From an optimization exercise on the open Yosys and OpenROAD flow, aimed at small area; shortcuts taken in it are not production practice.
Function was checked by simulation only, so behaviour that the tests miss may differ from the original.

==> flow/design.v, too long to show whole: its modules and the start of the top module <==
// module SINE_LUT_V4: 674 lines
// module NCO_V4: 53 lines
// module MIXER_V4: 659 lines
// module CIC_V4: 55 lines
// module PIG_V4: 90 lines
// module RCA_V4: 12 lines
// module OLINT_V4: 14 lines
// module PHASEMETER_V4: 91 lines
module PHASEMETER_V4#
(
    parameter AXIS_TDATA_WIDTH = 32,
    parameter integer GUESS = 340161410
)
(
    input clk,
    input rst,
    input en,
    input [AXIS_TDATA_WIDTH-1:0]        S_AXIS_SOURCE_tdata,
    input                               S_AXIS_SOURCE_tvalid,
    input [AXIS_TDATA_WIDTH-1:0]        S_AXIS_PARAM_tdata,  
    input                               S_AXIS_PARAM_tvalid,
    input [AXIS_TDATA_WIDTH-1:0]        S_AXIS_GUESS_tdata,  
    input                               S_AXIS_GUESS_tvalid,
    output wire [AXIS_TDATA_WIDTH-1:0]  M_AXIS_REF_tdata,
    output wire                         M_AXIS_REF_tvalid,
    output wire [AXIS_TDATA_WIDTH-1:0]  M_AXIS_QUAD_tdata,
    output wire                         M_AXIS_QUAD_tvalid,
    output wire [AXIS_TDATA_WIDTH-1:0]  M_AXIS_MIX_tdata,
    output wire                         M_AXIS_MIX_tvalid,
    output wire [AXIS_TDATA_WIDTH-1:0]  M_AXIS_LPF_tdata,  
    output wire                         M_AXIS_LPF_tvalid,
    output wire [AXIS_TDATA_WIDTH-1:0]  M_AXIS_PI_tdata,  
    output wire                         M_AXIS_PI_tvalid,
    output wire [AXIS_TDATA_WIDTH-1:0]  M_AXIS_PE_tdata,  
    output wire                         M_AXIS_PE_tvalid);
  // ...
==> flow/flow/run.sh <==
#!/bin/bash
# Standard layout (standard.sh, the standard flow's own ORFS run) with two settings given
# to ORFS through its environment:
# - port buffers are the smallest buffer, sky130_fd_sc_hd__buf_1 (every input
#   and output port still gets one);
# - clock tree synthesis clusters up to 25 sinks per leaf buffer within 60 um
#   and inserts no dummy loads.
set -euo pipefail
export BUFFER_PORTS_ARGS="-buffer_cell sky130_fd_sc_hd__buf_1"
export CTS_ARGS="-sink_clustering_enable -repair_clock_nets -dont_use_dummy_load -sink_clustering_size 25 -sink_clustering_max_diameter 60"
bash standard.sh > flow_make.log 2>&1
==> flow/standard.sh <==
#!/bin/bash
# synth_recipe.tcl (not shown) runs the flow's synth.tcl, then flattens the netlist and writes it again
# the make line also repeats each setting of config.mk as NAME=value (left out here)
make -C /OpenROAD-flow-scripts/flow DESIGN_CONFIG=/design/flow/config.mk WORK_HOME=/design/flow/orfs CLKGATE_MAP_FILE= SYNTH_SCRIPT=/design/flow/synth_recipe.tcl "${@:-finish}"
==> flow/config.mk <==
export PLATFORM = sky130hd
export DESIGN_NAME = PHASEMETER_V4
export DESIGN_NICKNAME = PHASEMETER_V4
export VERILOG_FILES = /design/flow/design.v
export SDC_FILE = /design/flow/constraint.sdc
export NUM_CORES = 4
export LEC_CHECK = 0
export ABC_AREA = 1
export CAP_MARGIN = 20
export CORE_MARGIN = 2
export CORE_UTILIZATION = 65
export PLACE_DENSITY = 0.75
export SLEW_MARGIN = 20
export SYNTH_MEMORY_MAX_BITS = 32768
==> flow/constraint.sdc <==
create_clock -name core_clock -period 10.0 [get_ports {clk}]
set_input_delay 2.0000 -clock core_clock [delete_from_list [all_inputs] [get_ports {clk}]]
set_output_delay 2.0000 -clock core_clock [all_outputs]
set_load 0.01 [all_outputs]
==> key figures, run 1 <==
Synthesis
  • EDFF count, synth: 23
  • Mux contribution to synthesized area: 0.434%
  • Synth area leader: dfrtp_1
  • Synth cell types: 62
  • Synth Area in Compound Gates: 9.80%
  • Primary FF master, synth: dfrtp_1

Layout
  • Clock buffer count: 36
  • Fill count: 3902
  • Post-layout util: 69.9%
  • Multi-input combinational area share: 49.6%
  • Layout area overhead: 6.37%

Route
  • DRT iter0 DRCs: 2476
  • Top sig layer: met4
  • Wl on met1: 36500 um
  • Met3 wire len: 5900 um
  • Vias/cell: 5.75
  • Vias post-DR: 25357

Floorplanning
  • Starting Density: 65.8%
  • I/O pin total: 300

Placed design
  • RD Place Congestion: 1.00
  • Port Buf Inserts: 160

Clock network
  • Sinks on Clock Net: 534
  • Clk Latency, worst-skew pair: 580 ps

Setup path
  • WP buf/inv: 3
  • Worst path slowest cell: fa_1
  • CP startpoint: source[3]
  • CP Depth: 28
  • Crit path capture: mixI[11]

Global routing
  • Met1 usage: 45.6%
  • Largest net degree at the start of global routing: 82

Hold path
  • Worst Hold Path Cells: 0
  • Hold crit path type: reg2reg

STA
  • Setup violators final: 0
  • TNS Setup: 0 ps

Outcome
  • Status: finished clean
==> run 2, diff against run 1 <==
==> flow/run.sh (new file) <==
#!/bin/bash
# synth_recipe.tcl (not shown) runs the flow's synth.tcl, then flattens the netlist and writes it again
# the make line also repeats each setting of config.mk as NAME=value (left out here)
make -C /OpenROAD-flow-scripts/flow DESIGN_CONFIG=/design/flow/config.mk WORK_HOME=/design/flow/orfs CLKGATE_MAP_FILE= SYNTH_SCRIPT=/design/flow/synth_recipe.tcl finish
--- a/flow/config.mk
+++ b/flow/config.mk
@@ -9,6 +9,8 @@
 export CAP_MARGIN = 20
 export CORE_MARGIN = 2
 export CORE_UTILIZATION = 65
+export CTS_CLUSTER_DIAMETER = 60
+export CTS_CLUSTER_SIZE = 25
 export PLACE_DENSITY = 0.75
 export SLEW_MARGIN = 20
 export SYNTH_MEMORY_MAX_BITS = 32768
removed: flow/flow/run.sh
removed: flow/standard.sh
==> key figures, run 2 <==
Outcome
  • Status: finished clean

Synthesis
  • Seq/Total Area, Yosys: 38.4%
  • Synth cell types: 62 (unchanged)
  • Mapped Avg Cell Area: 9.62 um^2
  • Most frequent cell after synthesis: nand2_1
  • Synth warnings: 6
  • Mapped Cells: 3593
  • Synth top area share: 32.2%
  • Top post-synthesis cells by count: nand2_1, inv_1, dfrtp_1
  • Top post-synthesis cells by area: dfrtp_1, fa_1, ha_1
  • Synth area leader: dfrtp_1
  • Synth async-reset ratio: 86.7%
  • Post-Syn Area: 0.0346 mm^2
  • EDFF count, synth: 23 (unchanged)
  • Primary FF master, synth: dfrtp_1
  • Post-synthesis register bit count: 534

Floorplanning
  • Starting Density: 65.8% (unchanged)
  • I/O pin total: 300 (unchanged)
  • Die Y: 235 um
  • DIE AREA: 0.0550 mm^2
  • Core Area: 0.0526 mm^2
  • Die Span X: 235 um
  • Core Rows: 84

Layout
  • Commonest cells after routing, fill and taps aside: nand2_1, inv_1, dfrtp_1
  • Ratio of cells with drive above 1 in the final layout: 5.86%
  • Commonest non-fill, non-tap cell in the layout: nand2_1
  • Final instance count without filler cells: 4441
  • Fill count: 3516 (-9.9%)
  • Post-layout util: 72.8% (+2.8 points)
  • Layout area overhead: 10.6%
  • Final Net Count: 4332
  • ANT cells: 0

Setup path
  • Reg-to-Reg End: mixI[11]
  • Worst path slowest cell: dfrtp_1
  • Critical Path RT: 10520 ps
  • Crit. End Element: flop
  • Worst Path Max Fanout: 16
  • Worst r2r src: refGen.SINE_S
  • Crit-path most repeated cell: fa_1
  • Setup slack, reg-to-reg: 310 ps
  • CP startpoint: refGen.SINE_S
  • CP Class: reg2reg
  • Register-to-Register Path Depth: 27
  • Crit path capture: mixI[11]
  • Crit path launch type: flop
  • Crit path arrival time: 10210 ps
  • CP peak stage delay: 660 ps

Route
  • Final wirelength: 95300 um
  • DRT iter0 DRCs: 2694 (+8.8%)
  • Vias post-DR: 25948 (+2.3%)
  • DR pass1 iterations: 6
  • Wire per inst: 21.5 um
  • ANT nets after route: 0
  • Vias/cell: 5.84 (+1.5%)
  • Drt drc: 0

Global routing
  • Vias in the first global route: 27166
  • Initial antenna violation count: 1
  • Largest net degree at the start of global routing: 179 (+120%)
  • Total global routing overflow: 0
  • First-pass GRT wire length: 151000 um
  • GRT Total Usage: 35.7%

Clock network
  • Root Driver: clkbuf_16
  • Hold Buf Count CTS: 0
  • Clock buffer count from CTS: 36
  • Bufs on Longest Clock Path: 3
  • H-Tree Depth: 2
  • Sinks on Clock Net: 534 (unchanged)
  • Clk Latency, worst-skew pair: 590 ps (about the same)
  • CTS tree: built
  • Clock transition at the registers of the reported paths: 80 ps

Placed design
  • Placed Instances: 4369
  • DP Worst Slack: 354 ps
  • RD Place Congestion: 1.00 (unchanged)
  • Port Buf Inserts: 160 (unchanged)
  • Post-detail-place hpwl: 69500 um

STA
  • Endpoints failing hold: 0
  • Crit path time final: 9690 ps
  • Final Skew: 42.0 ps
  • Final period util: 96.9%
  • RSZ-0062 raised after global routing: true
  • Slew headroom: 28.0%
  • Setup violators final: 0 (unchanged)
  • Fin worst setup slack: 311 ps
  • Hold Slack: 332 ps
  • Max Fclk: 0.103 GHz
  • Final-report max-slew violation count: 0
  • Actual slew at the worst max-slew pin: 1070 ps

Hold path
  • Worst Hold Path Cells: 0 (unchanged)
  • Hold crit path type: reg2reg

Job
  • Max-Cap Viols: 0
-- run 2: cell counts after synthesis --
No cell type changed its count.
-- run 2: logic make-up after synthesis --
kind of cell               synth area share [%]
AOI/OAI and AO/OA                          9.80
xor gates and xnor gates                   6.17
adders and majority gates                  25.0
buffers and inverters                      9.81
DFF                                        38.4
muxes                                     0.434
other                                    0.0217
and+or+nand+nor                            10.4
-- run 2: repair_timing --
item / 4_1_cts / 5_1_grt
setup endpoints to repair: 0 / 3
gates resized for setup: 0 / 5
setup buffers: 0 / 3
-- run 2: worst min path at each step --
stage | slack [ps] | from | end
2_1_floorplan | 330 | controller.SH[1] | controller.SH[0]
3_3_place_gp | 330 | LPF.S2a[10] | LPF.S2b[10]
3_5_place_dp | 330 | mixI[10] | mixOut[10]
4_1_cts | 330 | mixI[10] | mixOut[10]
5_1_grt | 350 | mixI[10] | mixOut[10]
6_report | 330 | mixI[10] | mixOut[10]
-- run 2: stage by stage --
step | instance area [um^2] | setup TNS (ps)
3_5_place_dp | 36800 | 0
4_1_cts | 38100 | 0
2_1_floorplan | 34900 | 0
6_report | 38200 | 0
3_3_place_gp | 36800 | 0
5_1_grt | 38200 | -87.7
-- run 2: layer usage --
metal / wire length [um] / global-route usage, % / vias to the layer above
met2: 46500 / 59.1 / 1287
met3: 7010 / 4.26 / 280
li1: - / - / 11466
met5: 9 / 0 / -
met1: 37100 / 47.8 / 12913
met4: 4660 / 15.7 / 2
-- run 2: layout make-up --
type                    count  area [um^2]  share of cell area [%]
clock inverters            23          355                   0.929
well taps                 688          861                    2.25
repair buffers            261         2430                    6.35
repair inverters            1         7.51                  0.0196
multi-input cells        2329        18200                    47.7
flip-flops and latches    534        13300                    34.7
clock buffers              43          957                    2.50
inverters                 562         2130                    5.57
-- run 2: worst max-delay path: cells and delay by family, from the launching register on --
family        cells  cell delay [ps]
flops             1              660
fa+ha+maj        17             7300
simple gates      4              240
buf+inv           4             1040
xor+xnor          2              370

[separate check: timing with driven ports]
The flow's constraints put no driver on any port. The routed layouts listed below were extracted and timed again, unchanged, in two steps.
Step 1, drivers: a clkbuf_16 drives clk and a buf_2 each remaining input, both assumed.
Step 2 moves the port delays by t, midway between the first and last clock arrival at a register: inputs arrive t later, outputs are due t later. That takes back most of the time a late clock gives input paths.
Slacks: ideal ports / drivers / drivers and shift; pairs: ideal ports / drivers.
| run | shift t [ns] | setup WS [ns] | slew at the worst register clock pin (ns) |
|---|---|---|---|
| run 1 | 0.584 | 0.522 / 0.522 / 0.522 | 0.10 / 0.10 |
| run 2 | 0.625 | 0.311 / 0.311 / 0.311 | 0.10 / 0.10 |
After both steps every run listed still meets setup and hold.
